From an optimization exercise on the open Yosys and OpenROAD flow, aimed at small area; shortcuts taken in it are not production practice.
Function was checked by simulation only, so behaviour that the tests miss may differ from the original.

## P
==> flow/design.v (excerpt) <==
module rover_io (
    input  wire        clk,               
    input  wire        rst_n,             
    input  wire [5:0]  rc_in,             
    input  wire        hall_in,           
    input  wire [3:0]  dip_sw,            
    input  wire [15:0] steer_duty,        
    input  wire [14:0] throttle_duty,     
    input  wire [15:0] led_value,         
    output wire [19:0] pulse_width0,
    output wire [19:0] pulse_width1,
    output wire [19:0] pulse_width2,
    output wire [19:0] pulse_width3,
    output wire [19:0] pulse_width4,
    output wire [19:0] pulse_width5,
    output wire [15:0] hall_count,
    output wire        pwm_steering,
    output wire        pwm_throttle,
    output wire        digital_output1,
    output wire [7:0]  led
);
Size in the first run: roughly 1,200 cells after synthesis, about 330 flip-flops, about 210 I/O pins, roughly 0.012 mm2 of cells after synthesis.
==> module pulse_width_measure_toggle, before the edit <==
module pulse_width_measure_toggle #(
    parameter W = 20
) (
    input  wire         clk,
    input  wire         rst_n,
    input  wire         pulse_signal,
    output reg  [W-1:0] pulse_width,
    output reg          digital_output
);
  reg  [1:0]   st;
  reg  [W-1:0] cp;
  wire         q1, q2;
  rover_dff inst_dff1 (.clk(clk), .rst_n(rst_n), .d(pulse_signal), .q(q1));
  reg q2_r;
  always @(posedge clk) q2_r <= q1;
  assign q2 = q2_r;
  always @(posedge clk) begin
    if (!rst_n) st <= 2'b00;
    else case (st)
      2'b00: if (q1 && !q2)  st <= 2'b01;
      2'b01: if (q1 && q2)   st <= 2'b11;
      2'b11: if (!q1 && q2)  st <= 2'b10;
      default: if (!q1 && !q2) st <= 2'b00;
    endcase
  end
  reg [W:0]   c;
  reg [W-1:0] inc;
  integer i;
  always @(*) begin
    c[0] = st[0];
    for (i = 0; i < W; i = i + 1) begin
      inc[i] = cp[i] ^ c[i];
      c[i+1] = cp[i] & c[i];
    end
  end
  always @(posedge clk) begin
    if (!st[1]) cp <= {{(W-1){1'b0}}, 1'b1};
    else        cp <= inc;
  end
  localparam [W-1:0] K = 75002;
  reg lt;
  always @(*) begin
    lt = 1'b0;
    for (i = 0; i < W; i = i + 1)
      lt = K[i] ? (!cp[i] | lt) : (!cp[i] & lt);
  end
  wire ld = rst_n & st[1] & !st[0];
  wire hd = rst_n & !(st[1] & !st[0]);
  always @(posedge clk) begin
    pulse_width    <= ({W{ld}} & cp) | ({W{hd}} & pulse_width);
    digital_output <= (ld & (|cp) & lt) | (hd & digital_output);
  end
endmodule
==> module pwm_timebase, before the edit <==
module pwm_timebase (
    input  wire        clk,
    input  wire        rst_n,
    output wire [15:0] t,
    output wire        valid,    
    output wire        down      
);
  reg [15:0] U;
  reg [3:0]  x;
  reg        dn;
  reg [9:0]  s1, lo;
  reg [10:0] cy;
  reg        lt;
  integer i;
  always @(*) begin
    cy[0] = 1'b0;
    for (i = 0; i < 10; i = i + 1) begin
      if (i < 3) begin
        s1[i]   = U[i];
        cy[i+1] = 1'b0;
      end else begin
        s1[i]   = U[i] ^ U[i-3] ^ cy[i];
        cy[i+1] = (U[i] & U[i-3]) | (U[i] & cy[i]) | (U[i-3] & cy[i]);
      end
    end
    lo    = s1;
    lo[8] = s1[8] ^ U[0];
    lo[9] = s1[9] ^ U[1] ^ (s1[8] & U[0]);
    lt = 1'b0;
    for (i = 0; i < 10; i = i + 1)
      lt = (10'd759 >> i) & 1 ? (!lo[i] | lt) : (!lo[i] & lt);
  end
  wire f = !lt;
  wire last = (x[3:1] == 3'b111) && (x[0] == f);    
  wire top  = U[15];                                
  wire bot  = dn && (U == 16'd0) && (x == 4'd13);   
  wire wrap = last | top;
  reg [16:0] uc;
  reg [15:0] un;
  always @(*) begin
    uc[0] = wrap;
    for (i = 0; i < 16; i = i + 1) begin
      un[i]   = U[i] ^ uc[i];
      uc[i+1] = (U[i] ^ dn) & uc[i];
    end
  end
  always @(posedge clk) begin
    if (!rst_n) begin
      U  <= 16'd0;
      x  <= 4'd1;
      dn <= 1'b0;
    end else begin
      U  <= un;
      x  <= (wrap | bot) ? 4'd0 : x + 1'b1;
      dn <= !bot & (dn | un[15]);
    end
  end
  assign t     = U;
  assign valid = dn ? last : (x == 4'd0);
  assign down  = dn;
endmodule
clock: 20.0 ns
lec_check: 0
cap_margin: 20
core_margin: 2
core_utilization: 65
slew_margin: 20
standard.sh (not shown) runs the stock make flow with config.mk's settings and CLKGATE_MAP_FILE= SYNTH_SCRIPT=/design/flow/synth_recipe.tcl, a recipe that flattens the netlist after the stock synthesis.
==> flow/flow/run.sh <==
#!/bin/bash
# The standard layout (standard.sh) with three changes:
#  - synthesis leaves adders to abc (no ADDER_MAP_FILE) and runs abc with the
#    area-oriented script flow/abc_area.script instead of ORFS's;
#  - ports are buffered with buf_1;
#  - the clock tree uses clkbuf_4 leaf clusters of 10 sinks and no dummy loads.
# Everything else (registers, floorplan, power grid, routing) is the standard flow.
# The output of the whole run goes to standard_flow.log; ORFS keeps each
# step's own log under orfs/logs/.
set -euo pipefail
W=$(pwd)
cat > "$W/area_synth.tcl" <<EOF
proc abc {args} {
  set i [lsearch -exact \$args -script]
  if { \$i >= 0 } { set args [lreplace \$args [expr {\$i + 1}] [expr {\$i + 1}] $W/flow/abc_area.script] }
  yosys abc {*}\$args
}
source $W/synth_recipe.tcl
EOF
bash standard.sh \
  "SYNTH_SCRIPT=$W/area_synth.tcl" \
  "ADDER_MAP_FILE=" \
  "BUFFER_PORTS_ARGS=-buffer_cell sky130_fd_sc_hd__buf_1" \
  "CTS_ARGS=-sink_clustering_enable -repair_clock_nets -dont_use_dummy_load -buf_list sky130_fd_sc_hd__clkbuf_4 -sink_clustering_size 10 -sink_clustering_max_diameter 60" \
  finish > standard_flow.log 2>&1
==> flow/flow/abc_area.script <==
strash
balance
rewrite
refactor
balance
rewrite
rewrite -z
balance
refactor -z
rewrite -z
balance
&get -n
&st
&dch -f
&nf -a -R 1000
&put
strash
balance
rewrite
refactor
balance
rewrite
rewrite -z
balance
refactor -z
rewrite -z
balance
&get -n
&st
&dch -f
&nf -a -R 1000
&put
strash
balance
rewrite
refactor
balance
rewrite
rewrite -z
balance
refactor -z
rewrite -z
balance
&get -n
&st
&dch -f
&nf -a -R 1000
&put
strash
balance
rewrite
refactor
balance
rewrite
rewrite -z
balance
refactor -z
rewrite -z
balance
&get -n
&st
&dch -f
&nf -a -R 1000
&put
strash
balance
rewrite
refactor
balance
rewrite
rewrite -z
balance
refactor -z
rewrite -z
balance
&get -n
&st
&dch -f
&nf -a -R 1000
&put
Setup changes, P to Q
==> flow/design.v, changed modules only <==
module pulse_width_measure_toggle #(
    parameter W = 20
) (
    input  wire         clk,
    input  wire         rst_n,
    input  wire         pulse_signal,
    output reg  [W-1:0] pulse_width,
    output reg          digital_output
);
  reg  [1:0]   st;
  reg  [W-1:0] cp;
  wire         q1, q2;
  rover_dff inst_dff1 (.clk(clk), .rst_n(rst_n), .d(pulse_signal), .q(q1));
  reg q2_r;
  always @(posedge clk) q2_r <= q1;
  assign q2 = q2_r;
  always @(posedge clk) begin
    if (!rst_n) st <= 2'b00;
    else case (st)
      2'b00: if (q1 && !q2)  st <= 2'b01;
      2'b01: if (q1 && q2)   st <= 2'b11;
      2'b11: if (!q1 && q2)  st <= 2'b10;
      default: if (!q1 && !q2) st <= 2'b00;
    endcase
  end
  reg [W:0]   c;
  reg [W-1:0] inc;
  integer i;
  always @(*) begin
    c[0] = st[0];
    for (i = 0; i < W; i = i + 1) begin
      inc[i] = cp[i] ^ c[i];
      c[i+1] = cp[i] & c[i];
    end
  end
  always @(posedge clk) begin
    if (!st[1]) cp <= {{(W-1){1'b0}}, 1'b1};
    else        cp <= inc;
  end
  localparam [W-1:0] K = 75002;
  reg lt;
  always @(*) begin
    lt = 1'b0;
    for (i = 0; i < W; i = i + 1)
      lt = K[i] ? (!pulse_width[i] | lt) : (!pulse_width[i] & lt);
    digital_output = (|pulse_width) & lt;
  end
  wire ld = rst_n & st[1] & !st[0];
  wire hd = rst_n & !(st[1] & !st[0]);
  always @(posedge clk) pulse_width <= ({W{ld}} & cp) | ({W{hd}} & pulse_width);
endmodule
module pwm_timebase (
    input  wire        clk,
    input  wire        rst_n,
    output wire [15:0] t,
    output wire        valid,    
    output wire        down      
);
  reg [14:0] U;
  reg [3:0]  x;
  reg        dn;
  reg [9:0]  s1, lo;
  reg [10:0] cy;
  reg        lt;
  integer i;
  always @(*) begin
    cy[0] = 1'b0;
    for (i = 0; i < 10; i = i + 1) begin
      if (i < 3) begin
        s1[i]   = U[i];
        cy[i+1] = 1'b0;
      end else begin
        s1[i]   = U[i] ^ U[i-3] ^ cy[i];
        cy[i+1] = (U[i] & U[i-3]) | (U[i] & cy[i]) | (U[i-3] & cy[i]);
      end
    end
    lo    = s1;
    lo[8] = s1[8] ^ U[0];
    lo[9] = s1[9] ^ U[1] ^ (s1[8] & U[0]);
    lt = 1'b0;
    for (i = 0; i < 10; i = i + 1)
      lt = (10'd759 >> i) & 1 ? (!lo[i] | lt) : (!lo[i] & lt);
  end
  wire f = !lt;
  wire u0   = (U == 15'd0);
  wire last = (x[3:1] == 3'b111) && (x[0] == f);    
  wire top  = u0 && (x == 4'd15);                   
  wire bot  = dn && u0 && (x == 4'd13);             
  wire wrap = last | top;
  reg [15:0] uc;
  reg [14:0] un;
  always @(*) begin
    uc[0] = wrap;
    for (i = 0; i < 15; i = i + 1) begin
      un[i]   = U[i] ^ uc[i];
      uc[i+1] = (U[i] ^ dn) & uc[i];
    end
  end
  wire reach_top = !dn && uc[15];    
  always @(posedge clk) begin
    if (!rst_n) begin
      U  <= 15'd0;
      x  <= 4'd1;
      dn <= 1'b0;
    end else begin
      U  <= un;
      x  <= reach_top ? 4'd15 : (wrap | bot) ? 4'd0 : x + 1'b1;
      dn <= !bot & (dn | reach_top);
    end
  end
  assign t     = {1'b0, U};
  assign valid = dn ? last : (x == 4'd0);
  assign down  = dn;
endmodule
- P: done, clean on timing, DRC and antenna
- Q: PASS, flow complete, no timing, DRC or antenna violations
- Net count after synthesis, P and Q: lower on P
- From P to Q the numbers moved as follows: detailed-router iteration count before antenna repair now sits at about the same level; maximum vdd drop now smaller.
- Across both runs, routed length per placed instance was lower for Q than for P.
- The higher time the worst path needs with I/O delays and setup came out of P.
- Compared with P, Q shows transition at the pin with the smallest max-transition slack higher by 0.052 ns.
- ~same buffering overhead in P and Q

==> port drivers added, routing unchanged <==
The flow's constraints put no driver on any port. The routed layouts listed below were extracted and timed again, unchanged, in two steps. Step 1 assumes that a clkbuf_16 drives the clock port and a buf_2 every other input. Step 2 adds t to the input delays and takes it off the output delays; t is the mean of the earliest and latest rising clock arrival at the registers after step 1. Input paths then give back, and output paths get back, about the clock's delay inside the block. Three values: ideal ports, drivers, drivers and shift; two values: the first two.
| run | shift t [ns] | setup WS [ns] | clock arrival spread, ns |
|---|---|---|---|
| P | 0.657 | 10.342 / 10.322 / 10.322 | 0.070 / 0.070 |
| Q | 0.626 | 10.462 / 10.430 / 10.430 | 0.106 / 0.106 |
After both steps setup and hold are still met in every run listed. The setup slack of Q, which loses most, moves by -0.032 ns with the drivers and by -0.032 ns with both steps.
